Source: an optimization exercise on an open RTL-to-GDS flow (aim: small area). Production flows keep margins and buffers that such runs may drop. Only simulation tests tie the RTL to the original design; equivalence was not proved. Power is estimated from default activity; no workload was simulated. The flow treats the clock pin as an ideal source, which a real chip does not have.

==> flow/design.v (outline; a module is shown in full before it is edited, if it fits) <==
// module top: 3241 lines
module top (
    input             clk,
    input             rst,
    input             div_ready,
    input             div_datavalid_i,
    input      [31:0] div_dividend_i,
    input      [31:0] div_divisor_i,
    output reg        div_doing_o,
    output reg        div_qrvalid_o,
    output reg [31:0] div_quotient_o,
    output reg [31:0] div_remainder_o
);
  // ...
==> flow/flow/run.sh <==
#!/bin/bash
# Standard layout, with clock tree synthesis told not to add dummy loads and to use larger sink clusters.
set -euo pipefail
export CTS_ARGS="-sink_clustering_enable -repair_clock_nets -dont_use_dummy_load -sink_clustering_size 30 -sink_clustering_max_diameter 120"
bash standard.sh > standard_flow.log 2>&1
==> flow/standard.sh <==
#!/bin/bash
# synth_recipe.tcl (not shown) runs the flow's synth.tcl, then flattens the netlist and writes it again
# the make line also repeats each setting of config.mk as NAME=value (left out here)
make -C /OpenROAD-flow-scripts/flow DESIGN_CONFIG=/design/flow/config.mk WORK_HOME=/design/flow/orfs CLKGATE_MAP_FILE= SYNTH_SCRIPT=/design/flow/synth_recipe.tcl "${@:-finish}"
==> flow/config.mk <==
export PLATFORM = sky130hd
export DESIGN_NAME = top
export DESIGN_NICKNAME = top
export VERILOG_FILES = /design/flow/design.v
export SDC_FILE = /design/flow/constraint.sdc
export NUM_CORES = 4
export LEC_CHECK = 0
export CAP_MARGIN = 20
export CORE_MARGIN = 2
export CORE_UTILIZATION = 40
export SLEW_MARGIN = 20
==> flow/constraint.sdc <==
create_clock -name core_clock -period 7.5 [get_ports {clk}]
set_input_delay 1.5000 -clock core_clock [delete_from_list [all_inputs] [get_ports {clk}]]
set_output_delay 1.5000 -clock core_clock [all_outputs]
set_load 0.01 [all_outputs]
==> summary.txt, run 1 <==
STA
  • Worst rel slew slack: 31.69%
  • Final setup fails: 0
  • Clk_skew: 0.09998 ns
  • Fin crit share: just over 90%
  • Fin. Hold Viols: 0

Cells and area
  • Clock-cell share: 2.601%
  • Buffers outside the clock class: 193
  • Highest-count cells in the layout ignoring fill and taps: dfxtp_1, inv_1, ha_1
  • Multi-input logic area: 25590 sq um
  • Area grow syn2layout: 9.129%

Yosys
  • Syn Inst Count: 5819
  • Most common cell in the netlist: dfxtp_1
  • Post-synth EDFFs: 0
  • Synth top area share: about three fifths
  • Proportion of synthesized chip area in sequential cells: 58.42%

Critical path
  • Buf+Inv Stages, Crit Path: 3
  • Critical path's slowest cell: a311oi_2
  • Cell Chain, Critical Path: ha_1 > fa_1 > a211oi_1 > o21bai_1 > o211a_1 > a311oi_2 > nor3b_1 > o21ai_2 > a31oi_1 > a21oi_4 > buf_4 > mux2i_2 > inv_1 > ha_1 > a21oi_1 > nor2_1 > nor3b_1 > o21ai_0 > a21oi_1 > o221ai_1 > a211o_1 > a31o_2 > buf_4 > mux2_2
  • Origin of the critical flop-to-flop path: b_s12[0]
  • Largest stage delay, worst path: 0.57 ns
  • Critical path data required time: 8.07 ns
  • Worst path top cell family by delay: compound AO/OA/AOI/OAI gates

CTS
  • Clk Latency, worst-skew pair: ~0.74 ns
  • Post_cts resized: 0

Power
  • Clock share of power: 22.8%
  • Reg power frac: between 60% and 70%
  • Combinational share of power: 14.1%
  • Maximum VDD drop: 0.2173 mV

GRT
  • Tot GR Track Use: 14.10%
  • Initial antenna violation count: 0
  • Global Route met1 Usage: 17.26%

Status
  • Status: finished clean

Die
  • Die height: 413.3 um
  • IO Pins: between 100 and 150

Placed design
  • Final Wtd Congestion: 0.8703
  • Placed Cells: 8112

Worst hold path
  • Worst Hold Depth: 0
==> run 2: changes to the inputs <==
--- a/flow/design.v
+++ b/flow/design.v
@@ -2,18 +2,18 @@
     input             clk,
     input             rst,
     input             div_ready,
     input             div_datavalid_i,
     input      [31:0] div_dividend_i,
     input      [31:0] div_divisor_i,
     output reg        div_doing_o,
     output reg        div_qrvalid_o,
-    output reg [31:0] div_quotient_o,
-    output reg [31:0] div_remainder_o
+    output     [31:0] div_quotient_o,
+    output     [31:0] div_remainder_o
 );
     wire v_in = div_datavalid_i & (|div_divisor_i);
     wire [0:0] t0 = div_dividend_i[31];
     wire hi0 = |div_divisor_i[31:1];
     wire [1:0] c0;
     wire [0:0] d0;
     assign c0[0] = 1'b0;
     assign d0[0] = t0[0] ^ div_divisor_i[0] ^ c0[0];
@@ -120,16 +120,17 @@
     always @(posedge clk) begin r_s1 <= r5; q_s1 <= q5; end
     reg [25:0] a_s1;
     reg [31:0] b_s1;
     always @(posedge clk) begin a_s1 <= a5; b_s1 <= b_s0; end
     wire [6:0] t6 = {r_s1, a_s1[25]};
     wire hi6 = |b_s1[31:7];
     wire [6:0] g6 = ~t6 & b_s1[6:0];
     wire [6:0] p6 = ~(t6 ^ b_s1[6:0]);
+    wire [6:0] po6 = ~t6 | b_s1[6:0];
     wire G6_0 = g6[1] | (p6[1] & g6[0]);
     wire P6_0 = p6[1] & p6[0];
     wire G6_1 = g6[3] | (p6[3] & g6[2]);
     wire P6_1 = p6[3] & p6[2];
     wire G6_2 = g6[5] | (p6[5] & g6[4]);
     wire P6_2 = p6[5] & p6[4];
     wire G6_3 = g6[2] | (p6[2] & G6_0);
     wire P6_3 = p6[2] & P6_0;
@@ -156,16 +157,17 @@
     wire qb6 = ~c6[7] & ~hi6;
     wire [6:0] r6 = qb6 ? d6 : t6;
     wire [24:0] a6 = a_s1[24:0];
     wire [6:0] q6 = {q_s1, qb6};
     wire [7:0] t7 = {r6, a6[24]};
     wire hi7 = |b_s1[31:8];
     wire [7:0] g7 = ~t7 & b_s1[7:0];
     wire [7:0] p7 = ~(t7 ^ b_s1[7:0]);
+    wire [7:0] po7 = ~t7 | b_s1[7:0];
     wire G7_0 = g7[1] | (p7[1] & g7[0]);
     wire P7_0 = p7[1] & p7[0];
     wire G7_1 = g7[3] | (p7[3] & g7[2]);
     wire P7_1 = p7[3] & p7[2];
     wire G7_2 = g7[5] | (p7[5] & g7[4]);
     wire P7_2 = p7[5] & p7[4];
     wire G7_3 = g7[7] | (p7[7] & g7[6]);
     wire P7_3 = p7[7] & p7[6];
@@ -206,16 +208,17 @@
     always @(posedge clk) begin r_s2 <= r7; q_s2 <= q7; end
     reg [23:0] a_s2;
     reg [31:0] b_s2;
     always @(posedge clk) begin a_s2 <= a7; b_s2 <= b_s1; end
     wire [8:0] t8 = {r_s2, a_s2[23]};
     wire hi8 = |b_s2[31:9];
     wire [8:0] g8 = ~t8 & b_s2[8:0];
     wire [8:0] p8 = ~(t8 ^ b_s2[8:0]);
+    wire [8:0] po8 = ~t8 | b_s2[8:0];
     wire G8_0 = g8[1] | (p8[1] & g8[0]);
     wire P8_0 = p8[1] & p8[0];
     wire G8_1 = g8[3] | (p8[3] & g8[2]);
     wire P8_1 = p8[3] & p8[2];
     wire G8_2 = g8[5] | (p8[5] & g8[4]);
     wire P8_2 = p8[5] & p8[4];
     wire G8_3 = g8[7] | (p8[7] & g8[6]);
     wire P8_3 = p8[7] & p8[6];
@@ -252,16 +255,17 @@
     wire qb8 = ~c8[9] & ~hi8;
     wire [8:0] r8 = qb8 ? d8 : t8;
     wire [22:0] a8 = a_s2[22:0];
     wire [8:0] q8 = {q_s2, qb8};
     wire [9:0] t9 = {r8, a8[22]};
     wire hi9 = |b_s2[31:10];
     wire [9:0] g9 = ~t9 & b_s2[9:0];
     wire [9:0] p9 = ~(t9 ^ b_s2[9:0]);
+    wire [9:0] po9 = ~t9 | b_s2[9:0];
     wire G9_0 = g9[1] | (p9[1] & g9[0]);
     wire P9_0 = p9[1] & p9[0];
     wire G9_1 = g9[3] | (p9[3] & g9[2]);
     wire P9_1 = p9[3] & p9[2];
     wire G9_2 = g9[5] | (p9[5] & g9[4]);
     wire P9_2 = p9[5] & p9[4];
     wire G9_3 = g9[7] | (p9[7] & g9[6]);
     wire P9_3 = p9[7] & p9[6];
@@ -310,16 +314,17 @@
     always @(posedge clk) begin r_s3 <= r9; q_s3 <= q9; end
     reg [21:0] a_s3;
     reg [31:0] b_s3;
     always @(posedge clk) begin a_s3 <= a9; b_s3 <= b_s2; end
     wire [10:0] t10 = {r_s3, a_s3[21]};
     wire hi10 = |b_s3[31:11];
     wire [10:0] g10 = ~t10 & b_s3[10:0];
     wire [10:0] p10 = ~(t10 ^ b_s3[10:0]);
+    wire [10:0] po10 = ~t10 | b_s3[10:0];
     wire G10_0 = g10[1] | (p10[1] & g10[0]);
     wire P10_0 = p10[1] & p10[0];
     wire G10_1 = g10[3] | (p10[3] & g10[2]);
     wire P10_1 = p10[3] & p10[2];
     wire G10_2 = g10[5] | (p10[5] & g10[4]);
     wire P10_2 = p10[5] & p10[4];
     wire G10_3 = g10[7] | (p10[7] & g10[6]);
     wire P10_3 = p10[7] & p10[6];
@@ -366,16 +371,17 @@
     wire qb10 = ~c10[11] & ~hi10;
     wire [10:0] r10 = qb10 ? d10 : t10;
     wire [20:0] a10 = a_s3[20:0];
     wire [10:0] q10 = {q_s3, qb10};
     wire [11:0] t11 = {r10, a10[20]};
     wire hi11 = |b_s3[31:12];
     wire [11:0] g11 = ~t11 & b_s3[11:0];
     wire [11:0] p11 = ~(t11 ^ b_s3[11:0]);
+    wire [11:0] po11 = ~t11 | b_s3[11:0];
     wire G11_0 = g11[1] | (p11[1] & g11[0]);
     wire P11_0 = p11[1] & p11[0];
     wire G11_1 = g11[3] | (p11[3] & g11[2]);
     wire P11_1 = p11[3] & p11[2];
     wire G11_2 = g11[5] | (p11[5] & g11[4]);
     wire P11_2 = p11[5] & p11[4];
     wire G11_3 = g11[7] | (p11[7] & g11[6]);
     wire P11_3 = p11[7] & p11[6];
@@ -436,16 +442,17 @@
     always @(posedge clk) begin r_s4 <= r11; q_s4 <= q11; end
     reg [19:0] a_s4;
     reg [31:0] b_s4;
     always @(posedge clk) begin a_s4 <= a11; b_s4 <= b_s3; end
     wire [12:0] t12 = {r_s4, a_s4[19]};
     wire hi12 = |b_s4[31:13];
     wire [12:0] g12 = ~t12 & b_s4[12:0];
     wire [12:0] p12 = ~(t12 ^ b_s4[12:0]);
+    wire [12:0] po12 = ~t12 | b_s4[12:0];
     wire G12_0 = g12[1] | (p12[1] & g12[0]);
     wire P12_0 = p12[1] & p12[0];
     wire G12_1 = g12[3] | (p12[3] & g12[2]);
     wire P12_1 = p12[3] & p12[2];
     wire G12_2 = g12[5] | (p12[5] & g12[4]);
     wire P12_2 = p12[5] & p12[4];
     wire G12_3 = g12[7] | (p12[7] & g12[6]);
     wire P12_3 = p12[7] & p12[6];
@@ -504,16 +511,17 @@
     wire qb12 = ~c12[13] & ~hi12;
     wire [12:0] r12 = qb12 ? d12 : t12;
     wire [18:0] a12 = a_s4[18:0];
     wire [12:0] q12 = {q_s4, qb12};
     wire [13:0] t13 = {r12, a12[18]};
     wire hi13 = |b_s4[31:14];
     wire [13:0] g13 = ~t13 & b_s4[13:0];
     wire [13:0] p13 = ~(t13 ^ b_s4[13:0]);
+    wire [13:0] po13 = ~t13 | b_s4[13:0];
     wire G13_0 = g13[1] | (p13[1] & g13[0]);
     wire P13_0 = p13[1] & p13[0];
     wire G13_1 = g13[3] | (p13[3] & g13[2]);
     wire P13_1 = p13[3] & p13[2];
     wire G13_2 = g13[5] | (p13[5] & g13[4]);
     wire P13_2 = p13[5] & p13[4];
     wire G13_3 = g13[7] | (p13[7] & g13[6]);
     wire P13_3 = p13[7] & p13[6];
@@ -586,16 +594,17 @@
     always @(posedge clk) begin r_s5 <= r13; q_s5 <= q13; end
     reg [17:0] a_s5;
     reg [31:0] b_s5;
     always @(posedge clk) begin a_s5 <= a13; b_s5 <= b_s4; end
     wire [14:0] t14 = {r_s5, a_s5[17]};
     wire hi14 = |b_s5[31:15];
     wire [14:0] g14 = ~t14 & b_s5[14:0];
     wire [14:0] p14 = ~(t14 ^ b_s5[14:0]);
+    wire [14:0] po14 = ~t14 | b_s5[14:0];
     wire G14_0 = g14[1] | (p14[1] & g14[0]);
     wire P14_0 = p14[1] & p14[0];
     wire G14_1 = g14[3] | (p14[3] & g14[2]);
     wire P14_1 = p14[3] & p14[2];
     wire G14_2 = g14[5] | (p14[5] & g14[4]);
     wire P14_2 = p14[5] & p14[4];
     wire G14_3 = g14[7] | (p14[7] & g14[6]);
     wire P14_3 = p14[7] & p14[6];
@@ -668,16 +677,17 @@
     wire qb14 = ~c14[15] & ~hi14;
     wire [14:0] r14 = qb14 ? d14 : t14;
     wire [16:0] a14 = a_s5[16:0];
     wire [14:0] q14 = {q_s5, qb14};
     wire [15:0] t15 = {r14, a14[16]};
     wire hi15 = |b_s5[31:16];
     wire [15:0] g15 = ~t15 & b_s5[15:0];
     wire [15:0] p15 = ~(t15 ^ b_s5[15:0]);
+    wire [15:0] po15 = ~t15 | b_s5[15:0];
     wire G15_0 = g15[1] | (p15[1] & g15[0]);
     wire P15_0 = p15[1] & p15[0];
     wire G15_1 = g15[3] | (p15[3] & g15[2]);
     wire P15_1 = p15[3] & p15[2];
     wire G15_2 = g15[5] | (p15[5] & g15[4]);
     wire P15_2 = p15[5] & p15[4];
     wire G15_3 = g15[7] | (p15[7] & g15[6]);
     wire P15_3 = p15[7] & p15[6];
@@ -766,16 +776,17 @@
     always @(posedge clk) begin r_s6 <= r15; q_s6 <= q15; end
     reg [15:0] a_s6;
     reg [31:0] b_s6;
     always @(posedge clk) begin a_s6 <= a15; b_s6 <= b_s5; end
     wire [16:0] t16 = {r_s6, a_s6[15]};
     wire hi16 = |b_s6[31:17];
     wire [16:0] g16 = ~t16 & b_s6[16:0];
     wire [16:0] p16 = ~(t16 ^ b_s6[16:0]);
+    wire [16:0] po16 = ~t16 | b_s6[16:0];
     wire G16_0 = g16[1] | (p16[1] & g16[0]);
     wire P16_0 = p16[1] & p16[0];
     wire G16_1 = g16[3] | (p16[3] & g16[2]);
     wire P16_1 = p16[3] & p16[2];
     wire G16_2 = g16[5] | (p16[5] & g16[4]);
     wire P16_2 = p16[5] & p16[4];
     wire G16_3 = g16[7] | (p16[7] & g16[6]);
     wire P16_3 = p16[7] & p16[6];
@@ -860,16 +871,17 @@
     wire qb16 = ~c16[17] & ~hi16;
     wire [16:0] r16 = qb16 ? d16 : t16;
     wire [14:0] a16 = a_s6[14:0];
     wire [16:0] q16 = {q_s6, qb16};
     wire [17:0] t17 = {r16, a16[14]};
     wire hi17 = |b_s6[31:18];
     wire [17:0] g17 = ~t17 & b_s6[17:0];
     wire [17:0] p17 = ~(t17 ^ b_s6[17:0]);
+    wire [17:0] po17 = ~t17 | b_s6[17:0];
     wire G17_0 = g17[1] | (p17[1] & g17[0]);
     wire P17_0 = p17[1] & p17[0];
     wire G17_1 = g17[3] | (p17[3] & g17[2]);
     wire P17_1 = p17[3] & p17[2];
     wire G17_2 = g17[5] | (p17[5] & g17[4]);
     wire P17_2 = p17[5] & p17[4];
     wire G17_3 = g17[7] | (p17[7] & g17[6]);
     wire P17_3 = p17[7] & p17[6];
@@ -966,16 +978,17 @@
     always @(posedge clk) begin r_s7 <= r17; q_s7 <= q17; end
     reg [13:0] a_s7;
     reg [31:0] b_s7;
     always @(posedge clk) begin a_s7 <= a17; b_s7 <= b_s6; end
     wire [18:0] t18 = {r_s7, a_s7[13]};
     wire hi18 = |b_s7[31:19];
     wire [18:0] g18 = ~t18 & b_s7[18:0];
     wire [18:0] p18 = ~(t18 ^ b_s7[18:0]);
+    wire [18:0] po18 = ~t18 | b_s7[18:0];
     wire G18_0 = g18[1] | (p18[1] & g18[0]);
     wire P18_0 = p18[1] & p18[0];
     wire G18_1 = g18[3] | (p18[3] & g18[2]);
     wire P18_1 = p18[3] & p18[2];
     wire G18_2 = g18[5] | (p18[5] & g18[4]);
     wire P18_2 = p18[5] & p18[4];
     wire G18_3 = g18[7] | (p18[7] & g18[6]);
     wire P18_3 = p18[7] & p18[6];
@@ -1070,16 +1083,17 @@
     wire qb18 = ~c18[19] & ~hi18;
     wire [18:0] r18 = qb18 ? d18 : t18;
     wire [12:0] a18 = a_s7[12:0];
     wire [18:0] q18 = {q_s7, qb18};
     wire [19:0] t19 = {r18, a18[12]};
     wire hi19 = |b_s7[31:20];
     wire [19:0] g19 = ~t19 & b_s7[19:0];
     wire [19:0] p19 = ~(t19 ^ b_s7[19:0]);
+    wire [19:0] po19 = ~t19 | b_s7[19:0];
     wire G19_0 = g19[1] | (p19[1] & g19[0]);
     wire P19_0 = p19[1] & p19[0];
     wire G19_1 = g19[3] | (p19[3] & g19[2]);
     wire P19_1 = p19[3] & p19[2];
     wire G19_2 = g19[5] | (p19[5] & g19[4]);
     wire P19_2 = p19[5] & p19[4];
     wire G19_3 = g19[7] | (p19[7] & g19[6]);
     wire P19_3 = p19[7] & p19[6];
@@ -1188,16 +1202,17 @@
     always @(posedge clk) begin r_s8 <= r19; q_s8 <= q19; end
     reg [11:0] a_s8;
     reg [31:0] b_s8;
     always @(posedge clk) begin a_s8 <= a19; b_s8 <= b_s7; end
     wire [20:0] t20 = {r_s8, a_s8[11]};
     wire hi20 = |b_s8[31:21];
     wire [20:0] g20 = ~t20 & b_s8[20:0];
     wire [20:0] p20 = ~(t20 ^ b_s8[20:0]);
+    wire [20:0] po20 = ~t20 | b_s8[20:0];
     wire G20_0 = g20[1] | (p20[1] & g20[0]);
     wire P20_0 = p20[1] & p20[0];
     wire G20_1 = g20[3] | (p20[3] & g20[2]);
     wire P20_1 = p20[3] & p20[2];
     wire G20_2 = g20[5] | (p20[5] & g20[4]);
     wire P20_2 = p20[5] & p20[4];
     wire G20_3 = g20[7] | (p20[7] & g20[6]);
     wire P20_3 = p20[7] & p20[6];
@@ -1304,16 +1319,17 @@
     wire qb20 = ~c20[21] & ~hi20;
     wire [20:0] r20 = qb20 ? d20 : t20;
     wire [10:0] a20 = a_s8[10:0];
     wire [20:0] q20 = {q_s8, qb20};
     wire [21:0] t21 = {r20, a20[10]};
     wire hi21 = |b_s8[31:22];
     wire [21:0] g21 = ~t21 & b_s8[21:0];
     wire [21:0] p21 = ~(t21 ^ b_s8[21:0]);
+    wire [21:0] po21 = ~t21 | b_s8[21:0];
     wire G21_0 = g21[1] | (p21[1] & g21[0]);
     wire P21_0 = p21[1] & p21[0];
     wire G21_1 = g21[3] | (p21[3] & g21[2]);
     wire P21_1 = p21[3] & p21[2];
     wire G21_2 = g21[5] | (p21[5] & g21[4]);
     wire P21_2 = p21[5] & p21[4];
     wire G21_3 = g21[7] | (p21[7] & g21[6]);
     wire P21_3 = p21[7] & p21[6];
@@ -1434,16 +1450,17 @@
     always @(posedge clk) begin r_s9 <= r21; q_s9 <= q21; end
     reg [9:0] a_s9;
     reg [31:0] b_s9;
     always @(posedge clk) begin a_s9 <= a21; b_s9 <= b_s8; end
     wire [22:0] t22 = {r_s9, a_s9[9]};
     wire hi22 = |b_s9[31:23];
     wire [22:0] g22 = ~t22 & b_s9[22:0];
     wire [22:0] p22 = ~(t22 ^ b_s9[22:0]);
+    wire [22:0] po22 = ~t22 | b_s9[22:0];
     wire G22_0 = g22[1] | (p22[1] & g22[0]);
     wire P22_0 = p22[1] & p22[0];
     wire G22_1 = g22[3] | (p22[3] & g22[2]);
     wire P22_1 = p22[3] & p22[2];
     wire G22_2 = g22[5] | (p22[5] & g22[4]);
     wire P22_2 = p22[5] & p22[4];
     wire G22_3 = g22[7] | (p22[7] & g22[6]);
     wire P22_3 = p22[7] & p22[6];
@@ -1564,16 +1581,17 @@
     wire qb22 = ~c22[23] & ~hi22;
     wire [22:0] r22 = qb22 ? d22 : t22;
     wire [8:0] a22 = a_s9[8:0];
     wire [22:0] q22 = {q_s9, qb22};
     wire [23:0] t23 = {r22, a22[8]};
     wire hi23 = |b_s9[31:24];
     wire [23:0] g23 = ~t23 & b_s9[23:0];
     wire [23:0] p23 = ~(t23 ^ b_s9[23:0]);
+    wire [23:0] po23 = ~t23 | b_s9[23:0];
     wire G23_0 = g23[1] | (p23[1] & g23[0]);
     wire P23_0 = p23[1] & p23[0];
     wire G23_1 = g23[3] | (p23[3] & g23[2]);
     wire P23_1 = p23[3] & p23[2];
     wire G23_2 = g23[5] | (p23[5] & g23[4]);
     wire P23_2 = p23[5] & p23[4];
     wire G23_3 = g23[7] | (p23[7] & g23[6]);
     wire P23_3 = p23[7] & p23[6];
@@ -1710,16 +1728,17 @@
     always @(posedge clk) begin r_s10 <= r23; q_s10 <= q23; end
     reg [7:0] a_s10;
     reg [31:0] b_s10;
     always @(posedge clk) begin a_s10 <= a23; b_s10 <= b_s9; end
     wire [24:0] t24 = {r_s10, a_s10[7]};
     wire hi24 = |b_s10[31:25];
     wire [24:0] g24 = ~t24 & b_s10[24:0];
     wire [24:0] p24 = ~(t24 ^ b_s10[24:0]);
+    wire [24:0] po24 = ~t24 | b_s10[24:0];
     wire G24_0 = g24[1] | (p24[1] & g24[0]);
     wire P24_0 = p24[1] & p24[0];
     wire G24_1 = g24[3] | (p24[3] & g24[2]);
     wire P24_1 = p24[3] & p24[2];
     wire G24_2 = g24[5] | (p24[5] & g24[4]);
     wire P24_2 = p24[5] & p24[4];
     wire G24_3 = g24[7] | (p24[7] & g24[6]);
     wire P24_3 = p24[7] & p24[6];
@@ -1854,16 +1873,17 @@
     wire qb24 = ~c24[25] & ~hi24;
     wire [24:0] r24 = qb24 ? d24 : t24;
     wire [6:0] a24 = a_s10[6:0];
     wire [24:0] q24 = {q_s10, qb24};
     wire [25:0] t25 = {r24, a24[6]};
     wire hi25 = |b_s10[31:26];
     wire [25:0] g25 = ~t25 & b_s10[25:0];
     wire [25:0] p25 = ~(t25 ^ b_s10[25:0]);
+    wire [25:0] po25 = ~t25 | b_s10[25:0];
     wire G25_0 = g25[1] | (p25[1] & g25[0]);
     wire P25_0 = p25[1] & p25[0];
     wire G25_1 = g25[3] | (p25[3] & g25[2]);
     wire P25_1 = p25[3] & p25[2];
     wire G25_2 = g25[5] | (p25[5] & g25[4]);
     wire P25_2 = p25[5] & p25[4];
     wire G25_3 = g25[7] | (p25[7] & g25[6]);
     wire P25_3 = p25[7] & p25[6];
@@ -2012,16 +2032,17 @@
     always @(posedge clk) begin r_s11 <= r25; q_s11 <= q25; end
     reg [5:0] a_s11;
     reg [31:0] b_s11;
     always @(posedge clk) begin a_s11 <= a25; b_s11 <= b_s10; end
     wire [26:0] t26 = {r_s11, a_s11[5]};
     wire hi26 = |b_s11[31:27];
     wire [26:0] g26 = ~t26 & b_s11[26:0];
     wire [26:0] p26 = ~(t26 ^ b_s11[26:0]);
+    wire [26:0] po26 = ~t26 | b_s11[26:0];
     wire G26_0 = g26[1] | (p26[1] & g26[0]);
     wire P26_0 = p26[1] & p26[0];
     wire G26_1 = g26[3] | (p26[3] & g26[2]);
     wire P26_1 = p26[3] & p26[2];
     wire G26_2 = g26[5] | (p26[5] & g26[4]);
     wire P26_2 = p26[5] & p26[4];
     wire G26_3 = g26[7] | (p26[7] & g26[6]);
     wire P26_3 = p26[7] & p26[6];
@@ -2170,16 +2191,17 @@
     wire qb26 = ~c26[27] & ~hi26;
     wire [26:0] r26 = qb26 ? d26 : t26;
     wire [4:0] a26 = a_s11[4:0];
     wire [26:0] q26 = {q_s11, qb26};
     wire [27:0] t27 = {r26, a26[4]};
     wire hi27 = |b_s11[31:28];
     wire [27:0] g27 = ~t27 & b_s11[27:0];
     wire [27:0] p27 = ~(t27 ^ b_s11[27:0]);
+    wire [27:0] po27 = ~t27 | b_s11[27:0];
     wire G27_0 = g27[1] | (p27[1] & g27[0]);
     wire P27_0 = p27[1] & p27[0];
     wire G27_1 = g27[3] | (p27[3] & g27[2]);
     wire P27_1 = p27[3] & p27[2];
     wire G27_2 = g27[5] | (p27[5] & g27[4]);
     wire P27_2 = p27[5] & p27[4];
     wire G27_3 = g27[7] | (p27[7] & g27[6]);
     wire P27_3 = p27[7] & p27[6];
@@ -2344,16 +2366,17 @@
     always @(posedge clk) begin r_s12 <= r27; q_s12 <= q27; end
     reg [3:0] a_s12;
     reg [31:0] b_s12;
     always @(posedge clk) begin a_s12 <= a27; b_s12 <= b_s11; end
     wire [28:0] t28 = {r_s12, a_s12[3]};
     wire hi28 = |b_s12[31:29];
     wire [28:0] g28 = ~t28 & b_s12[28:0];
     wire [28:0] p28 = ~(t28 ^ b_s12[28:0]);
+    wire [28:0] po28 = ~t28 | b_s12[28:0];
     wire G28_0 = g28[1] | (p28[1] & g28[0]);
     wire P28_0 = p28[1] & p28[0];
     wire G28_1 = g28[3] | (p28[3] & g28[2]);
     wire P28_1 = p28[3] & p28[2];
     wire G28_2 = g28[5] | (p28[5] & g28[4]);
     wire P28_2 = p28[5] & p28[4];
     wire G28_3 = g28[7] | (p28[7] & g28[6]);
     wire P28_3 = p28[7] & p28[6];
@@ -2518,16 +2541,17 @@
     wire qb28 = ~c28[29] & ~hi28;
     wire [28:0] r28 = qb28 ? d28 : t28;
     wire [2:0] a28 = a_s12[2:0];
     wire [28:0] q28 = {q_s12, qb28};
     wire [29:0] t29 = {r28, a28[2]};
     wire hi29 = |b_s12[31:30];
     wire [29:0] g29 = ~t29 & b_s12[29:0];
     wire [29:0] p29 = ~(t29 ^ b_s12[29:0]);
+    wire [29:0] po29 = ~t29 | b_s12[29:0];
     wire G29_0 = g29[1] | (p29[1] & g29[0]);
     wire P29_0 = p29[1] & p29[0];
     wire G29_1 = g29[3] | (p29[3] & g29[2]);
     wire P29_1 = p29[3] & p29[2];
     wire G29_2 = g29[5] | (p29[5] & g29[4]);
     wire P29_2 = p29[5] & p29[4];
     wire G29_3 = g29[7] | (p29[7] & g29[6]);
     wire P29_3 = p29[7] & p29[6];
@@ -2708,16 +2732,17 @@
     always @(posedge clk) begin r_s13 <= r29; q_s13 <= q29; end
     reg [1:0] a_s13;
     reg [31:0] b_s13;
     always @(posedge clk) begin a_s13 <= a29; b_s13 <= b_s12; end
     wire [30:0] t30 = {r_s13, a_s13[1]};
     wire hi30 = |b_s13[31:31];
     wire [30:0] g30 = ~t30 & b_s13[30:0];
     wire [30:0] p30 = ~(t30 ^ b_s13[30:0]);
+    wire [30:0] po30 = ~t30 | b_s13[30:0];
     wire G30_0 = g30[1] | (p30[1] & g30[0]);
     wire P30_0 = p30[1] & p30[0];
     wire G30_1 = g30[3] | (p30[3] & g30[2]);
     wire P30_1 = p30[3] & p30[2];
     wire G30_2 = g30[5] | (p30[5] & g30[4]);
     wire P30_2 = p30[5] & p30[4];
     wire G30_3 = g30[7] | (p30[7] & g30[6]);
     wire P30_3 = p30[7] & p30[6];
@@ -2900,16 +2925,17 @@
     wire qb30 = ~c30[31] & ~hi30;
     wire [30:0] r30 = qb30 ? d30 : t30;
     wire [0:0] a30 = a_s13[0:0];
     wire [30:0] q30 = {q_s13, qb30};
     wire [31:0] t31 = {r30, a30[0]};
     wire hi31 = 1'b0;
     wire [31:0] g31 = ~t31 & b_s13[31:0];
     wire [31:0] p31 = ~(t31 ^ b_s13[31:0]);
+    wire [31:0] po31 = ~t31 | b_s13[31:0];
     wire G31_0 = g31[1] | (p31[1] & g31[0]);
     wire P31_0 = p31[1] & p31[0];
     wire G31_1 = g31[3] | (p31[3] & g31[2]);
     wire P31_1 = p31[3] & p31[2];
     wire G31_2 = g31[5] | (p31[5] & g31[4]);
     wire P31_2 = p31[5] & p31[4];
     wire G31_3 = g31[7] | (p31[7] & g31[6]);
     wire P31_3 = p31[7] & p31[6];
@@ -3206,35 +3232,37 @@
     reg [32:0] x_s31;
     reg [4:0] lm_s31;
     always @(posedge clk) begin x_s31 <= x_s30; lm_s31 <= lm_s30; end
     reg v_s32;
     always @(posedge clk) v_s32 <= v_s31 & ~rst;
     reg [32:0] x_s32;
     reg [4:0] lm_s32;
     always @(posedge clk) begin x_s32 <= x_s31; lm_s32 <= lm_s31; end
-    wire [31:0] th, qf, rf;
-    genvar ui;
-    generate for (ui = 0; ui < 32; ui = ui + 1) begin : up
-        assign th[ui] = (ui <= lm_s32);
-        assign rf[ui] = x_s32[32-ui] & th[ui];
-        if (ui == 0) begin : u0 assign qf[ui] = x_s32[0]; end
-        else begin : un assign qf[ui] = x_s32[ui] & ~th[32-ui]; end
-    end endgenerate
+    reg [32:0] x_o;
+    reg [4:0] lm_o;
     always @(posedge clk) begin
         if (rst | div_ready) begin
-            div_qrvalid_o   <= 1'b0;
-            div_quotient_o  <= 32'd0;
-            div_remainder_o <= 32'd0;
+            div_qrvalid_o <= 1'b0;
+            x_o           <= 33'd0;
+            lm_o          <= 5'd0;
         end else if (v_s32) begin
-            div_qrvalid_o   <= 1'b1;
-            div_quotient_o  <= qf;
-            div_remainder_o <= rf;
+            div_qrvalid_o <= 1'b1;
+            x_o           <= x_s32;
+            lm_o          <= lm_s32;
         end
     end
+    wire [31:0] th;
+    genvar ui;
+    generate for (ui = 0; ui < 32; ui = ui + 1) begin : up
+        assign th[ui] = (ui <= lm_o);
+        assign div_remainder_o[ui] = x_o[32-ui] & th[ui];
+        if (ui == 0) begin : u0 assign div_quotient_o[ui] = x_o[0]; end
+        else begin : un assign div_quotient_o[ui] = x_o[ui] & ~th[32-ui]; end
+    end endgenerate
     always @(posedge clk) begin
         if (rst)
             div_doing_o <= 1'b0;
         else if (div_qrvalid_o)
             div_doing_o <= 1'b0;
         else if (div_datavalid_i)
             div_doing_o <= 1'b1;
     end
==> flow/run.sh (new file) <==
#!/bin/bash
# synth_recipe.tcl (not shown) runs the flow's synth.tcl, then flattens the netlist and writes it again
# the make line also repeats each setting of config.mk as NAME=value (left out here)
make -C /OpenROAD-flow-scripts/flow DESIGN_CONFIG=/design/flow/config.mk WORK_HOME=/design/flow/orfs CLKGATE_MAP_FILE= SYNTH_SCRIPT=/design/flow/synth_recipe.tcl finish
==> flow/config.mk (replaced) <==
export PLATFORM = sky130hd
export DESIGN_NAME = top
export DESIGN_NICKNAME = top
export VERILOG_FILES = /design/flow/design.v
export SDC_FILE = /design/flow/constraint.sdc
export NUM_CORES = 4
export LEC_CHECK = 0
export CAP_MARGIN = 20
export CORE_MARGIN = 2
export CORE_UTILIZATION = 40
export CTS_CLUSTER_DIAMETER = 120
export CTS_CLUSTER_SIZE = 30
export SLEW_MARGIN = 20
removed: flow/flow/run.sh
removed: flow/standard.sh
==> run 2 against run 1 <==
  * Largest power group unchanged
  * Still clean on timing, DRC and antenna
  * Critical path type unchanged
  * Critical endpoint is now r_s12[4]
  * First-iteration DRC count is 4.5% lower
  * Highest routed layer unchanged
  * Die area is 1.1% lower
  * Sequential power is essentially flat
  * Largest cell class unchanged
==> summary.txt, run 2 <==
Route
  • Wire per inst: around 15 um
  • Metal2 WL: between 50000 and 60000 um
  • DR vias: 38150
  • DR DRC count: 0
  • DRT antenna net count: 0
  • DRT met1 WL: 54270 um
  • Top sig layer: met4
  • Routed met3 length: 3788 um
  • Detailed Route WL: 119800 um
  • Via density: 4.684
  • DR iter-0 viols: 1598
  • Initial DRT Pass Iterations: 5

Yosys
  • Syn Inst Count: 5751 (-1.2%)
  • Proportion of synthesized chip area in sequential cells: 58.32% (-0.10 points)
  • Most frequent cells after synthesis: dfxtp_1, ha_1, inv_1
  • Most common cell in the netlist: dfxtp_1
  • Post-synth cell types: 89
  • Yosys reg bits: 1929
  • Cell taking the most area after synthesis: dfxtp_1
  • Synth warn: 1
  • Synth top area share: 58.32% (-0.10 points)
  • Synth Flop Type: dfxtp_1
  • Cell Area, Synth: 66220 sq um
  • Syn_nets: 6437
  • Largest cells by area after synthesis: dfxtp_1, ha_1, fa_1, a21oi_1, mux2i_1
  • Post-synth EDFFs: 0 (unchanged)
  • Async SR Flop Fraction: 0%
  • Avg Cell Area, Syn: about 12 sq um

Critical path
  • CP Launch Type: register
  • CP Class: reg2reg
  • Setup crit end kind: register
  • Worst-path fanout max: 36
  • Worst R2R Setup Slack: approximately 0.54 ns
  • Reg2reg end: r_s12[4]
  • Reg2reg path depth: 27
  • Crit path DAT: 7.58 ns
  • Origin of the critical flop-to-flop path: a_s11[5]
  • Critical path data required time: 8.12 ns (+0.05 ns)

CTS
  • CTS root buf: clkbuf_16
  • Post_cts resized: 0 (unchanged)
  • Sinks on Clock Net: ~1900
  • Clk Latency, worst-skew pair: 0.73 ns (about the same)
  • TritonCTS buffer count: 75
  • Htree depth: 3
  • Clock Path Buffers: 3
  • Post-CTS Setup Repair Bufs: 0
  • CTS tree: built
  • CTS Hold Bufs: 0
  • CTS clk-pin slew, worst paths: around 0.11 ns

Power
  • Net switching power of the design: 0.005170 W
  • Combinational share of power: 14.1% (about the same)
  • PwrDens: 284.2 nW/um^2
  • Maximum VDD drop: 0.1683 mV (-23%)
  • Reg power frac: 62.4% (-0.7 points)
  • Leak: 31.59 nW
  • Pint: 0.01549 W
  • Switching share of power: about a quarter
  • Pwr Total: 0.02066 W
  • Clock share of power: 23.5% (+0.7 points)

Placed design
  • DPL Wire Length: roughly 94000 um
  • Final Wtd Congestion: 0.8654 (-0.56%)
  • Port Buffer Count: 133
  • Placed Cells: 8057 (-0.68%)
  • Dpl cell area: 70570 sq um
  • Placement Setup Slack: 0.003888 ns

Cells and area
  • Final net count: 6631
  • Area grow syn2layout: 9.810%
  • Highest-count cells in the layout ignoring fill and taps: dfxtp_1, ha_1, inv_1
  • Final Cell Area: 72720 sq um
  • Final std cells w/o fill: 8145
  • N_diodes: 0
  • Share of cells above drive strength 1: about 4.7%
  • Fill cell count: 15210
  • Commonest non-fill, non-tap cell in the layout: dfxtp_1

STA
  • Worst-Margin Slew: 0.9372 ns
  • Worst rel slew slack: 37.45% (+5.8 points)
  • Clock period minus worst slack: ~7.0 ns
  • Post-route setup slack: 0.5397 ns
  • Fin. Hold Viols: 0 (unchanged)
  • Clk_skew: 0.03580 ns (-0.06417 ns)
  • Max Freq: approximately 140 MHz
  • Fin crit share: 92.80% (about the same)
  • Final setup fails: 0 (unchanged)
  • RSZ-0062 raised after global routing: false
  • Max-slew violations: 0
  • Hold WS: approximately 0.32 ns

Die
  • Die Width: 410.9 um
  • CORE AREA: 164600 sq um
  • # rows: 149
  • Die height: 410.9 um (-0.57%)
  • IO Pins: 134 (unchanged)
  • Initial Util: 40.23%
  • Die area: 168800 sq um

Worst hold path
  • Worst Hold Depth: 0 (unchanged)
  • Hold path start: a_s2[20]
  • WHS Endpoint: a_s3[20]
  • Min-delay worst type: reg2reg

GRT
  • Vias in the first global route: 38010
  • Congestion Overflow GR: 0
  • Largest net degree at the start of global routing: 40
  • Initial antenna violation count: 6 (+6)
  • Tot GR Track Use: 14.28% (+0.19 points)
  • First-pass GRT wire length: a little under 200000 um

Status
  • Status: finished clean

Job
  • Max-Cap Viols: 0
-- run 2: cell count changes in the layout (fill, tap and decap cells not counted), moves of 22 or more --
cell	previous run	this run
dfxtp_1	1954	1928
nor3_1	90	62
nor2_1	326	387
nand2b_1	89	37
buf_4	53	75
a21oi_1	402	371
-- run 2: final cells by class --
class / count / area [sq um] / area share, %
Clock buffer: 75 / 1877 / 2.581
Clock inverter: 13 / 241.5 / 0.3321
Inverter: 483 / 1813 / 2.493
Multi-Input combinational cell: 3242 / 25410 / 34.95
Sequential cell: 1929 / 38620 / 53.11
Tap cell: 2189 / 2739 / 3.766
Timing Repair Buffer: 214 / 2014 / 2.770
-- run 2: cell families after synthesis --
| group | count (synthesis) | share of synthesized area, % |
|---|---|---|
| muxes | 226 | 3.503 |
| AOI/OAI and AO/OA | 1066 | 10.21 |
| DFF | 1929 | 58.32 |
| buffers and inverters | 580 | 3.435 |
| adders and majority gates | 618 | 13.18 |
| and+or+nand+nor | 1048 | 7.596 |
| xor gates and xnor gates | 284 | 3.756 |
-- run 2: worst max path at each step --
stage	slack, ns	cells after the start	to	from
after floorplan	1.10	22	r_s0[1]	div_divisor_i[4]
after global routing	0.02	27	r_s12[2]	a_s11[5]
after detailed placement	0.004	24	r_s0[3]	div_divisor_i[27]
after CTS	0.38	27	r_s12[4]	a_s11[5]
after global placement	-0.005	24	r_s0[1]	div_divisor_i[27]
final	0.54	27	r_s12[4]	a_s11[5]
-- run 2: worst max-delay path: stages (launching register included) --
cell	delay, ns
dfxtp_1	0.34
inv_1	0.05
ha_1	0.21
fa_1	0.42
a211oi_1	0.29
o21ai_0	0.22
a21boi_0	0.31
o31ai_1	0.13
buf_4	0.16
a31oi_1	0.19
buf_4	0.16
nand2_1	0.11
a41o_1	0.42
o21ai_1	0.32
inv_1	0.08
ha_1	0.30
a211oi_1	0.30
o21ai_1	0.19
a311oi_1	0.40
buf_4	0.18
o31ai_1	0.07
buf_4	0.16
a31o_2	0.26
a31oi_1	0.44
o21ai_1	0.28
a31oi_4	0.28
buf_12	0.22
mux2_2	0.35
-- run 2: power groups by stage --
| stage | registers [W] | logic [W] | clock network, W |
|---|---|---|---|
| after global routing | 0.0131 | 0.00331 | 0.00545 |
| after detailed placement | 0.0132 | 0.00291 | 0 |
| after global placement | 0.0131 | 0.00284 | 0 |
| after CTS | 0.0129 | 0.00293 | 0.00510 |
| final | 0.0129 | 0.00292 | 0.00485 |
| after floorplan | 0.0129 | 0.00225 | 0 |
-- run 2: metal layers --
layer,GRT usage (%),vias to the layer above
met4,3.898,0
met1,17.62,17810
li1,-,19710
met3,2.022,155
met2,25.84,478
met5,0,-
-- run 2: through the flow --
step,TNS [ns],util [%]
final,0,44.17
after global routing,0,44.17
after CTS,0,44.16
after detailed placement,0,42.87
after global placement,-0.007058,42.87
after floorplan,0,-
==> run 3: changes to the inputs <==
--- a/flow/config.mk
+++ b/flow/config.mk
@@ -8,6 +8,6 @@
 export CAP_MARGIN = 20
 export CORE_MARGIN = 2
 export CORE_UTILIZATION = 40
-export CTS_CLUSTER_DIAMETER = 120
+export CTS_CLUSTER_DIAMETER = 70
 export CTS_CLUSTER_SIZE = 30
 export SLEW_MARGIN = 20
==> run 3 against run 2 <==
  * Critical path depth down 4
  * Non-clock buffer count did not move
  * Power increased by 9.2%
  * Fmax grew 1.5%
  * Routed wire length increased by 0.65%
  * Cell area increased by 2.5%
  * Largest power group unchanged
  * Critical path type unchanged
  * Sequential share of layout area shrank 1.3 points
  * Synthesized cell count unchanged
  * Flip-flop and latch count stayed put
  * Combinational power about the same
  * Highest routed layer unchanged
  * Via count grew 0.76%
  * Clock-buffer cell count up 35
==> summary.txt, run 3 <==
Job
  • Max-Cap Viols: 0 (unchanged)

Yosys
  • Most common cell in the netlist: dfxtp_1
  • Synth top area share: 58.32% (unchanged)
  • Synth Flop Type: dfxtp_1
  • Async SR Flop Fraction: 0% (unchanged)
  • Avg Cell Area, Syn: 11.51 sq um (unchanged)
  • Cell Area, Synth: 66220 sq um (unchanged)
  • Cell taking the most area after synthesis: dfxtp_1
  • Largest cells by area after synthesis: dfxtp_1, ha_1, fa_1, a21oi_1, mux2i_1
  • Yosys reg bits: 1929 (unchanged)
  • Most frequent cells after synthesis: dfxtp_1, ha_1, inv_1
  • Post-synth cell types: 89 (unchanged)
  • Post-synth EDFFs: 0 (unchanged)
  • Synth warn: 1 (unchanged)
  • Proportion of synthesized chip area in sequential cells: 58.32% (unchanged)
  • Syn_nets: 6437 (unchanged)
  • Syn Inst Count: 5751 (unchanged)

Cells and area
  • Area grow syn2layout: 12.58%
  • Final Util: 45.29% (+1.1 points)
  • Share of cells above drive strength 1: 6.121% (+1.4 points)
  • Fill cell count: 15040 (-1.1%)
  • Highest-count cells in the layout ignoring fill and taps: dfxtp_1, ha_1, inv_1
  • Commonest non-fill, non-tap cell in the layout: dfxtp_1
  • N_diodes: 0 (unchanged)
  • Final net count: 6663 (+0.48%)

STA
  • Final setup fails: 0 (unchanged)
  • Post-Route Setup TNS: 0 ns (unchanged)
  • Post-route setup slack: 0.6404 ns (+0.1007 ns)
  • Clock period minus worst slack: 6.860 ns (-0.1007 ns)
  • Fin. Hold Viols: 0 (unchanged)
  • Hold WS: 0.2567 ns (-0.06227 ns)
  • Max Freq: 145.8 MHz (+1.5%)
  • RSZ-0062 raised after global routing: false
  • Clk_skew: 0.09357 ns (+0.05776 ns)
  • Worst-Margin Slew: 0.9380 ns (+0.0008511 ns)
  • Worst rel slew slack: 37.40% (-0.057 points)
  • Max-slew violations: 0 (unchanged)
  • Fin crit share: 91.46% (-1.3 points)

GRT
  • Initial antenna violation count: 6 (unchanged)
  • First-pass GRT wire length: 198100 um (+0.68%)
  • Congestion Overflow GR: 0 (unchanged)
  • Vias in the first global route: 38410 (+1.1%)
  • Tot GR Track Use: 14.37% (+0.090 points)
  • Largest net degree at the start of global routing: 40 (unchanged)

Die
  • Die height: 410.9 um (unchanged)
  • Die area: 168800 sq um (unchanged)
  • Initial Util: 40.23% (unchanged)
  • Die Width: 410.9 um (unchanged)
  • CORE AREA: 164600 sq um (unchanged)
  • # rows: 149 (unchanged)
  • IO Pins: 134 (unchanged)

Power
  • PwrDens: 302.7 nW/um^2 (+6.5%)
  • Reg power frac: 57.1% (-5.3 points)
  • Switching share of power: 26.57% (+1.5 points)
  • Combinational share of power: 13.0% (-1.1 points)
  • Clock share of power: 29.9% (+6.4 points)
  • Leak: 32.44 nW (+2.7%)
  • Net switching power of the design: 0.005995 W (+16%)
  • Pint: 0.01657 W (+6.9%)
  • Maximum VDD drop: 0.2447 mV (+45%)

Route
  • Via density: 4.669 (-0.33%)
  • Wire per inst: 14.64 um (-0.44%)
  • DRT antenna net count: 0 (unchanged)
  • DR DRC count: 0 (unchanged)
  • DR vias: 38440 (+0.76%)
  • Initial DRT Pass Iterations: 5 (unchanged)
  • DR iter-0 viols: 1572 (-1.6%)
  • Detailed Route WL: 120500 um (+0.65%)

Placed design
  • Final Wtd Congestion: 0.8654 (unchanged)
  • Port Buffer Count: 133 (unchanged)
  • Placement Setup Slack: 0.003888 ns (unchanged)
  • DPL Wire Length: 94210 um (unchanged)

Critical path
  • Crit path DAT: 7.51 ns (-0.07 ns)
  • Worst-path fanout max: 14 (-61%)
  • CP Launch Type: register
  • Setup crit end kind: register
  • Critical path data required time: 8.15 ns (+0.03 ns)
  • CP Class: reg2reg

CTS
  • Sinks on Clock Net: 1929 (unchanged)
  • Clk Latency, worst-skew pair: 0.80 ns (+0.07 ns)
  • Post-CTS Setup Repair Bufs: 0 (unchanged)
  • TritonCTS buffer count: 107 (+43%)
  • CTS clk-pin slew, worst paths: 0.10 ns (about the same)
  • CTS root buf: clkbuf_16
  • CTS tree: built
  • Clock Path Buffers: 3 (unchanged)
  • Htree depth: 3 (unchanged)

Status
  • Status: finished clean

Worst hold path
  • Min-delay worst type: reg2reg
==> run 3: cell counts after synthesis <==
Identical to the previous run, type by type.
==> run 3: per-layer routing <==
| layer | part of all wire (%) | up-vias | track usage [%] |
|---|---|---|---|
| li1 | - | 19860 | - |
| met1 | 45 | 17900 | 17.69 |
| met2 | 49 | 501 | 25.87 |
| met3 | 3.3 | 192 | 1.950 |
| met4 | 2.5 | 0 | 4.443 |
| met5 | 0 | - | 0 |
==> run 3: cell families after synthesis <==
family                     after synthesis  synth area share [%]
adders and majority gates              618                 13.18
and+or+nand+nor                       1048                 7.596
xor gates and xnor gates               284                 3.756
muxes                                  226                 3.503
AOI/OAI and AO/OA                     1066                 10.21
DFF                                   1929                 58.32
buffers and inverters                  580                 3.435
==> run 3: critical path, cell delays in order, from the launching register on <==
cell       delay (ns)
dfxtp_1          0.35
ha_1             0.14
inv_1            0.04
fa_1             0.41
nor2b_1          0.17
o31a_1           0.22
o41ai_4          0.12
o2111ai_2        0.40
a211oi_4         0.18
o32ai_2          0.43
a31o_2           0.51
buf_4            0.28
mux2i_1          0.36
ha_1             0.34
o21ai_0          0.18
nor2_1           0.09
or4_1            0.40
a221o_1          0.41
a21oi_2          0.27
o31a_2           0.27
nor3_4           0.08
o211a_1          0.48
nor4_1           0.39
a21oi_1          0.13
==> run 3: what timing repair did <==
action,CTS,global route
resized for setup,0,5
hold buffers,0,0
endpoints found under the setup margin,0,27
==> run 3: stage by stage <==
step / power (W) / cells / area (sq um)
after global routing: 0.02381 / 8234 / 74550
final: 0.02256 / 8234 / 74550
after global placement: 0.01596 / 8057 / 70570
after detailed placement: 0.01609 / 8057 / 70570
after CTS: 0.02289 / 8234 / 74520
after floorplan: 0.01513 / 5751 / 66220
==> run 3: cell type report <==
cell class | instances | area [sq um] | share of cell area, %
inverters | 483 | 1813 | 2.432
flip-flops and latches | 1929 | 38620 | 51.80
well taps | 2189 | 2739 | 3.674
multi-input cells | 3242 | 25410 | 34.09
repair buffers | 214 | 2014 | 2.702
clock inverters | 67 | 1244 | 1.668
clock buffers | 110 | 2709 | 3.634
==> run 3: worst paths after layout <==
| kind | depth (start not counted) | to | from | slack [ns] |
|---|---|---|---|---|
| setup / recovery | 23 | x_s14[13] | b_s13[0] | 0.64 |
| hold / removal | 0 | q_s13[4] | q_s12[2] | 0.26 |
| setup reg to reg | 23 | x_s14[13] | b_s13[0] | 0.64 |
| hold reg to reg | 0 | q_s13[4] | q_s12[2] | 0.26 |
==> run 3: power groups by stage <==
stage	Sequential, W	Clock [W]	Combinational [W]
after global placement	0.0131	0	0.00284
after CTS	0.0129	0.00702	0.00293
final	0.0129	0.00675	0.00292
after global routing	0.0131	0.00739	0.00331
after detailed placement	0.0132	0	0.00291
after floorplan	0.0129	0	0.00225
==> run 4: changes to the inputs <==
--- a/flow/config.mk
+++ b/flow/config.mk
@@ -8,6 +8,6 @@
 export CAP_MARGIN = 20
 export CORE_MARGIN = 2
 export CORE_UTILIZATION = 40
-export CTS_CLUSTER_DIAMETER = 70
-export CTS_CLUSTER_SIZE = 30
+export CTS_CLUSTER_DIAMETER = 110
+export CTS_CLUSTER_SIZE = 28
 export SLEW_MARGIN = 20
==> run 4 against run 3 <==
  * Synthesized cell count is the same
  * Clock-buffer cell count shrank 27
  * Area after synthesis stayed put
  * Critical path depth up 4
  * Combinational power about the same
  * Via count decreased by 0.68%
==> summary.txt, run 4 <==
Placed design
  • Dpl cell area: 70570 sq um (unchanged)
  • DPL Wire Length: 94210 um (unchanged)
  • Final Wtd Congestion: 0.8654 (unchanged)
  • Port Buffer Count: 133 (unchanged)

Yosys
  • Most common cell in the netlist: dfxtp_1
  • Async SR Flop Fraction: 0% (unchanged)
  • Avg Cell Area, Syn: 11.51 sq um (unchanged)
  • Post-synth cell types: 89 (unchanged)
  • Largest cells by area after synthesis: dfxtp_1, ha_1, fa_1, a21oi_1, mux2i_1
  • Synth top area share: 58.32% (unchanged)
  • Post-synth EDFFs: 0 (unchanged)
  • Yosys reg bits: 1929 (unchanged)
  • Most frequent cells after synthesis: dfxtp_1, ha_1, inv_1
  • Cell taking the most area after synthesis: dfxtp_1
  • Synth warn: 1 (unchanged)
  • Synth Flop Type: dfxtp_1
  • Proportion of synthesized chip area in sequential cells: 58.32% (unchanged)
  • Syn_nets: 6437 (unchanged)
  • Syn Inst Count: 5751 (unchanged)
  • Cell Area, Synth: 66220 sq um (unchanged)

Critical path
  • Origin of the critical flop-to-flop path: a_s11[5]
  • Worst setup path end: r_s12[4]
  • CP Class: reg2reg
  • Largest stage delay, worst path: 0.46 ns (-0.05 ns)
  • Critical path's slowest cell: a31oi_1
  • CP Launch Type: register
  • Worst-path fanout max: 36 (+22)
  • Worst R2R Setup Slack: 0.48 ns (-0.16 ns)
  • Crit path DAT: 7.62 ns (+0.11 ns)
  • Critical path data required time: 8.10 ns (-0.05 ns)
  • Most used cell along the critical path: buf_4
  • Worst path top cell family by delay: compound AO/OA/AOI/OAI gates
  • Reg2reg path depth: 27 (+17%)
  • Setup crit end kind: register
  • Critical path depth: 27 (+17%)
  • Buf+Inv Stages, Crit Path: 7 (+5)
  • Reg2reg end: r_s12[4]
  • Setup crit start: a_s11[5]

Power
  • Pwr Total: 0.02088 W (-7.4%)
  • Maximum VDD drop: 0.1968 mV (-20%)
  • PwrDens: 286.4 nW/um^2 (-5.4%)
  • Leak: 31.67 nW (-2.4%)

Route
  • Initial DRT Pass Iterations: 6 (+1)
  • DR iter-0 viols: 1640 (+4.3%)
  • Detailed Route WL: 120000 um (-0.45%)
  • Via density: 4.682 (+0.27%)
  • DRT antenna net count: 0 (unchanged)
  • DR DRC count: 0 (unchanged)
  • DR vias: 38180 (-0.68%)
  • Wire per inst: 14.71 um (+0.50%)

STA
  • Post-Route Setup TNS: 0 ns (unchanged)
  • Worst-Margin Slew: 0.9361 ns (-0.001920 ns)
  • Max Freq: 142.4 MHz (-2.3%)
  • Final setup fails: 0 (unchanged)
  • RSZ-0062 raised after global routing: false
  • Fin. Hold Viols: 0 (unchanged)
  • Clk_skew: 0.05462 ns (-0.03895 ns)
  • Worst rel slew slack: 37.53% (+0.13 points)
  • Clock period minus worst slack: 7.021 ns (+0.1612 ns)
  • Hold WS: 0.3127 ns (+0.05601 ns)
  • Max-slew violations: 0 (unchanged)
  • Fin crit share: 93.61% (+2.1 points)

Die
  • IO Pins: 134 (unchanged)
  • Die Width: 410.9 um (unchanged)
  • # rows: 149 (unchanged)
  • Die height: 410.9 um (unchanged)
  • Initial Util: 40.23% (unchanged)
  • Die area: 168800 sq um (unchanged)
  • CORE AREA: 164600 sq um (unchanged)

Cells and area
  • Share of cells above drive strength 1: 4.877% (-1.2 points)
  • Multi-input logic area: 25410 sq um (unchanged)
  • Commonest non-fill, non-tap cell in the layout: dfxtp_1
  • Fill cell count: 15180 (+0.97%)
  • N_diodes: 0 (unchanged)
  • Highest-count cells in the layout ignoring fill and taps: dfxtp_1, ha_1, inv_1
  • Final Cell Area: 72920 sq um (-2.2%)
  • Area grow syn2layout: 10.12%
  • Register area: 38620 sq um (unchanged)
  • Final net count: 6637 (-0.39%)

CTS
  • CTS tree: built
  • CTS clk-pin slew, worst paths: 0.11 ns (about the same)
  • CTS Hold Bufs: 0 (unchanged)
  • TritonCTS buffer count: 81 (-24%)
  • Htree depth: 3 (unchanged)
  • Post-CTS Setup Repair Bufs: 0 (unchanged)
  • Clk Latency, worst-skew pair: 0.73 ns (-0.07 ns)
  • CTS root buf: clkbuf_16
  • Sinks on Clock Net: 1929 (unchanged)
  • Post_cts resized: 0 (unchanged)
  • Clock Path Buffers: 3 (unchanged)

GRT
  • Vias in the first global route: 38130 (-0.72%)
  • Largest net degree at the start of global routing: 40 (unchanged)
  • Tot GR Track Use: 14.32% (-0.050 points)
  • First-pass GRT wire length: 197300 um (-0.37%)
  • Congestion Overflow GR: 0 (unchanged)
  • Initial antenna violation count: 6 (unchanged)

Worst hold path
  • Min-delay worst type: reg2reg

Status
  • Status: finished clean

Job
  • Max-Cap Viols: 0 (unchanged)
-- run 4: cell counts after synthesis --
Identical to the previous run, type by type.
-- run 4: worst reg2reg max path, stage by stage (launching register included) --
cell and delay, ns:
dfxtp_1 0.34, inv_1 0.05, ha_1 0.21, fa_1 0.42, a211oi_1 0.29, o21ai_0 0.22
a21boi_0 0.31, o31ai_1 0.14, buf_4 0.16, a31oi_1 0.19, buf_4 0.16, nand2_1 0.11
a41o_1 0.42, o21ai_1 0.33, inv_1 0.08, ha_1 0.30, a211oi_1 0.30, o21ai_1 0.19
a311oi_1 0.41, buf_4 0.18, o31ai_1 0.07, buf_4 0.15, a31o_2 0.26, a31oi_1 0.46
o21ai_1 0.29, a31oi_4 0.28, buf_12 0.21, mux2_2 0.39
-- run 4: stage by stage --
| step | std cells | utilization, % | worst slack, ns |
|---|---|---|---|
| floorplan | 5751 | - | 1.103 |
| global placement | 8057 | 42.87 | -0.004555 |
| detailed placement | 8057 | 42.87 | 0.003888 |
| CTS | 8156 | 44.28 | 0.3754 |
| global route | 8156 | 44.30 | 0.005413 |
| finish | 8156 | 44.30 | 0.4791 |
-- run 4: how the worst min path moves through the flow --
stage | startpoint | to | slack, ns | cells past startpoint
floorplan | a_s9[0] | a_s10[0] | 0.31 | 0
global placement | x_s24[2] | x_s25[2] | 0.31 | 0
detailed placement | a_s9[6] | a_s10[6] | 0.31 | 0
CTS | x_s21[28] | x_s22[28] | 0.31 | 0
global route | a_s1[13] | a_s2[13] | 0.32 | 0
finish | a_s3[11] | a_s4[11] | 0.31 | 0
-- run 4: logic make-up after synthesis --
| family | after synthesis | share of synthesized area [%] |
|---|---|---|
| fa+ha+maj | 618 | 13.18 |
| flops | 1929 | 58.32 |
| simple gates | 1048 | 7.596 |
| compound gates | 1066 | 10.21 |
| buf+inv | 580 | 3.435 |
| xor+xnor | 284 | 3.756 |
| mux | 226 | 3.503 |
-- run 4: metal layers --
layer | vias up | global-route usage [%] | share of wire (%)
li1 | 19750 | - | -
met4 | 0 | 4.076 | 2.4
met1 | 17800 | 17.71 | 45
met3 | 164 | 1.984 | 3.0
met2 | 476 | 25.82 | 49
met5 | - | 0 | 0
-- run 4: power breakdown --
part	internal [W]	total (W)	switching [W]
clock network	0.00203	0.00506	0.00304
logic	0.00131	0.00292	0.00161
registers	0.0123	0.0129	0.000595
-- run 4: area by class of cell --
cell class / count / share of cell area, %
tap: 2189 / 3.756
sequential: 1929 / 52.96
timing repair buffer: 214 / 2.762
clock inverter: 16 / 0.3998
inverter: 483 / 2.486
clock buffer: 83 / 2.790
multi-input combinational: 3242 / 34.85
==> run 5: changes to the inputs <==
--- a/flow/config.mk
+++ b/flow/config.mk
@@ -8,6 +8,6 @@
 export CAP_MARGIN = 20
 export CORE_MARGIN = 2
 export CORE_UTILIZATION = 40
-export CTS_CLUSTER_DIAMETER = 110
-export CTS_CLUSTER_SIZE = 28
+export CTS_CLUSTER_DIAMETER = 100
+export CTS_CLUSTER_SIZE = 24
 export SLEW_MARGIN = 20
==> run 5 against run 4 <==
  * Die area stayed put
  * Worst hold slack worse by 0.028 ns
  * Non-clock buffer count stayed put
  * Still clean
  * Setup slack better by 0.017 ns
  * Sequential share of layout area is 0.26 points lower
  * Largest power group unchanged
==> summary.txt, run 5 <==
Route
  • Detailed Route WL: 120300 um (+0.28%)
  • DRT antenna net count: 0 (unchanged)
  • Wire per inst: 14.73 um (+0.13%)
  • DR DRC count: 0 (unchanged)
  • DR vias: 38280 (+0.25%)
  • DR iter-0 viols: 1531 (-6.6%)
  • Via density: 4.687 (+0.11%)
  • Initial DRT Pass Iterations: 5 (-1)

CTS
  • Post-CTS Setup Repair Bufs: 0 (unchanged)
  • TritonCTS buffer count: 93 (+15%)
  • CTS clk-pin slew, worst paths: 0.10 ns (about the same)
  • Sinks on Clock Net: 1929 (unchanged)
  • Htree depth: 3 (unchanged)
  • CTS tree: built
  • CTS root buf: clkbuf_16
  • Clock Path Buffers: 3 (unchanged)
  • Clk Latency, worst-skew pair: 0.76 ns (+0.03 ns)

Cells and area
  • N_diodes: 0 (unchanged)
  • Share of cells above drive strength 1: 5.051% (+0.17 points)
  • Area grow syn2layout: 10.66%
  • Commonest non-fill, non-tap cell in the layout: dfxtp_1
  • Highest-count cells in the layout ignoring fill and taps: dfxtp_1, ha_1, inv_1
  • Final net count: 6649 (+0.18%)
  • Final Cell Area: 73280 sq um (+0.49%)
  • Final Util: 44.52% (+0.22 points)

Critical path
  • Worst-path fanout max: 36 (unchanged)
  • CP Class: reg2reg
  • CP Launch Type: register
  • Largest stage delay, worst path: 0.45 ns (about the same)
  • Most used cell along the critical path: buf_4
  • Crit path DAT: 7.63 ns (about the same)
  • Critical path's slowest cell: a31oi_1
  • Setup crit end kind: register
  • Critical path data required time: 8.13 ns (+0.03 ns)

Yosys
  • Syn_nets: 6437 (unchanged)
  • Proportion of synthesized chip area in sequential cells: 58.32% (unchanged)
  • Yosys reg bits: 1929 (unchanged)
  • Most frequent cells after synthesis: dfxtp_1, ha_1, inv_1
  • Cell taking the most area after synthesis: dfxtp_1
  • Syn Inst Count: 5751 (unchanged)
  • Synth top area share: 58.32% (unchanged)
  • Post-synth EDFFs: 0 (unchanged)
  • Async SR Flop Fraction: 0% (unchanged)
  • Most common cell in the netlist: dfxtp_1
  • Synth Flop Type: dfxtp_1
  • Cell Area, Synth: 66220 sq um (unchanged)
  • Avg Cell Area, Syn: 11.51 sq um (unchanged)
  • Largest cells by area after synthesis: dfxtp_1, ha_1, fa_1, a21oi_1, mux2i_1
  • Synth warn: 1 (unchanged)
  • Post-synth cell types: 89 (unchanged)

STA
  • Post-Route Setup TNS: 0 ns (unchanged)
  • Max Freq: 142.8 MHz (+0.24%)
  • Fin. Hold Viols: 0 (unchanged)
  • Worst rel slew slack: 37.56% (about the same)
  • Hold WS: 0.2845 ns (-0.02814 ns)
  • Fin crit share: 93.39% (-0.22 points)
  • Worst-Margin Slew: 0.9356 ns (-0.0005270 ns)
  • Clk_skew: 0.07222 ns (+0.01760 ns)
  • Max-slew violations: 0 (unchanged)
  • RSZ-0062 raised after global routing: false
  • Clock period minus worst slack: 7.004 ns (-0.01673 ns)
  • Final setup fails: 0 (unchanged)

Status
  • Status: finished clean

Die
  • Die area: 168800 sq um (unchanged)
  • Initial Util: 40.23% (unchanged)
  • Die height: 410.9 um (unchanged)
  • CORE AREA: 164600 sq um (unchanged)
  • IO Pins: 134 (unchanged)
  • Die Width: 410.9 um (unchanged)
  • # rows: 149 (unchanged)

GRT
  • Initial antenna violation count: 5 (-1)
  • Tot GR Track Use: 14.38% (+0.060 points)
  • Congestion Overflow GR: 0 (unchanged)
  • First-pass GRT wire length: 197800 um (+0.24%)
  • Vias in the first global route: 38290 (+0.42%)
  • Largest net degree at the start of global routing: 40 (unchanged)

Placed design
  • Final Wtd Congestion: 0.8654 (unchanged)
  • Port Buffer Count: 133 (unchanged)
  • Dpl cell area: 70570 sq um (unchanged)
  • DPL Wire Length: 94210 um (unchanged)

Power
  • Pwr Total: 0.02128 W (+1.9%)
  • Leak: 31.86 nW (+0.59%)
  • PwrDens: 290.4 nW/um^2 (+1.4%)
  • Maximum VDD drop: 0.2001 mV (+1.7%)

Worst hold path
  • Min-delay worst type: reg2reg

Job
  • Max-Cap Viols: 0 (unchanged)
-- run 5: cell counts after synthesis --
No cell type changed its count.
-- run 5: metal layers --
metal,up-vias,GRT usage (%),wire length [um]
met4,0,4.241,2938
met3,177,2.095,3938
met2,495,25.95,59210
met5,-,0,0
li1,19770,-,-
met1,17840,17.64,54230
-- run 5: path summary, 6_finish.rpt --
path	from	endpoint	slack [ns]	cells after the start
worst min register to register	x_s16[1]	x_s17[1]	0.28	0
worst max-delay path	a_s11[5]	r_s12[4]	0.50	27
worst max register to register	a_s11[5]	r_s12[4]	0.50	27
worst min-delay path	x_s16[1]	x_s17[1]	0.28	0
-- run 5: area by class of cell --
class | instances | area [sq um]
fill | 15120 | 91340
clock inverter | 15 | 340.3
timing repair buffer | 214 | 2014
multi-input combinational | 3242 | 25410
tap | 2189 | 2739
sequential | 1929 | 38620
inverter | 483 | 1813
clock buffer | 96 | 2349
-- run 5: power breakdown --
group	internal, W	total [W]	switching [W]
registers	0.0123	0.0129	0.000594
clock network	0.00234	0.00546	0.00311
logic	0.00131	0.00292	0.00161
-- run 5: worst max-delay path, delay by kind of cell, from the launching register on --
family                     cells  cell delay [ns]
AOI/OAI and AO/OA             15             4.14
buffers and inverters          7             0.99
adders and majority gates      3             0.93
muxes                          1             0.35
DFF                            1             0.34
and+or+nand+nor                1             0.11
-- run 5: repair_timing --
item	4_1_cts	5_1_grt
hold buffers	0	0
setup endpoints to repair	0	27
gates resized for setup	0	4
-- run 5: logic make-up (layout without fill, tap and decap cells) --
logic type / Yosys count / after routing / synth area share, %
DFF: 1929 / 1929 / 58.32
AOI/OAI and AO/OA: 1066 / 1066 / 10.21
and+or+nand+nor: 1048 / 1048 / 7.596
adders and majority gates: 618 / 618 / 13.18
buffers and inverters: 580 / 808 / 3.435
xor gates and xnor gates: 284 / 284 / 3.756
muxes: 226 / 226 / 3.503
-- run 5: metrics by stage --
| step | instances | setup WS [ns] |
|---|---|---|
| finish | 8168 | 0.4959 |
| global placement | 8057 | -0.004555 |
| global route | 8168 | 0.01197 |
| CTS | 8168 | 0.3776 |
| floorplan | 5751 | 1.103 |
| detailed placement | 8057 | 0.003888 |

==> afterwards: timing with drivers on the ports <==
In the flow no input, the clock included, has a driving cell. The finished layouts below were timed again as built, in two steps.
Step 1: set_driving_cell puts a clkbuf_16 on clk and a buf_2 on each other input, an assumption about the parent block.
Step 2 adds t to the input delays and takes it off the output delays; t is the mean of the earliest and latest rising clock arrival at the registers after step 1. Input paths then give back, and output paths get back, about the clock's delay inside the block.
a / b / c = ideal / step 1 / step 2; a / b = the first two.
run | shift t [ns] | setup slack, ns | latest minus earliest clock arrival (ns) | pins driven straight from the clock port
run 1 | 0.774 | 0.546 / 0.546 / -0.088 | 0.110 / 0.109 | 1
run 2 | 0.791 | 0.540 / 0.540 / 0.170 | 0.040 / 0.040 | 1
run 3 | 0.835 | 0.640 / 0.640 / 0.137 | 0.097 / 0.096 | 1
run 4 | 0.787 | 0.479 / 0.479 / 0.172 | 0.065 / 0.065 | 1
run 5 | 0.811 | 0.496 / 0.496 / 0.139 | 0.081 / 0.081 | 1
Met with ideal ports but missed after step 2: setup timing in run 1. For run 1, which loses most, drivers alone change the setup slack by 0.000 ns; drivers and shift together by -0.634 ns.
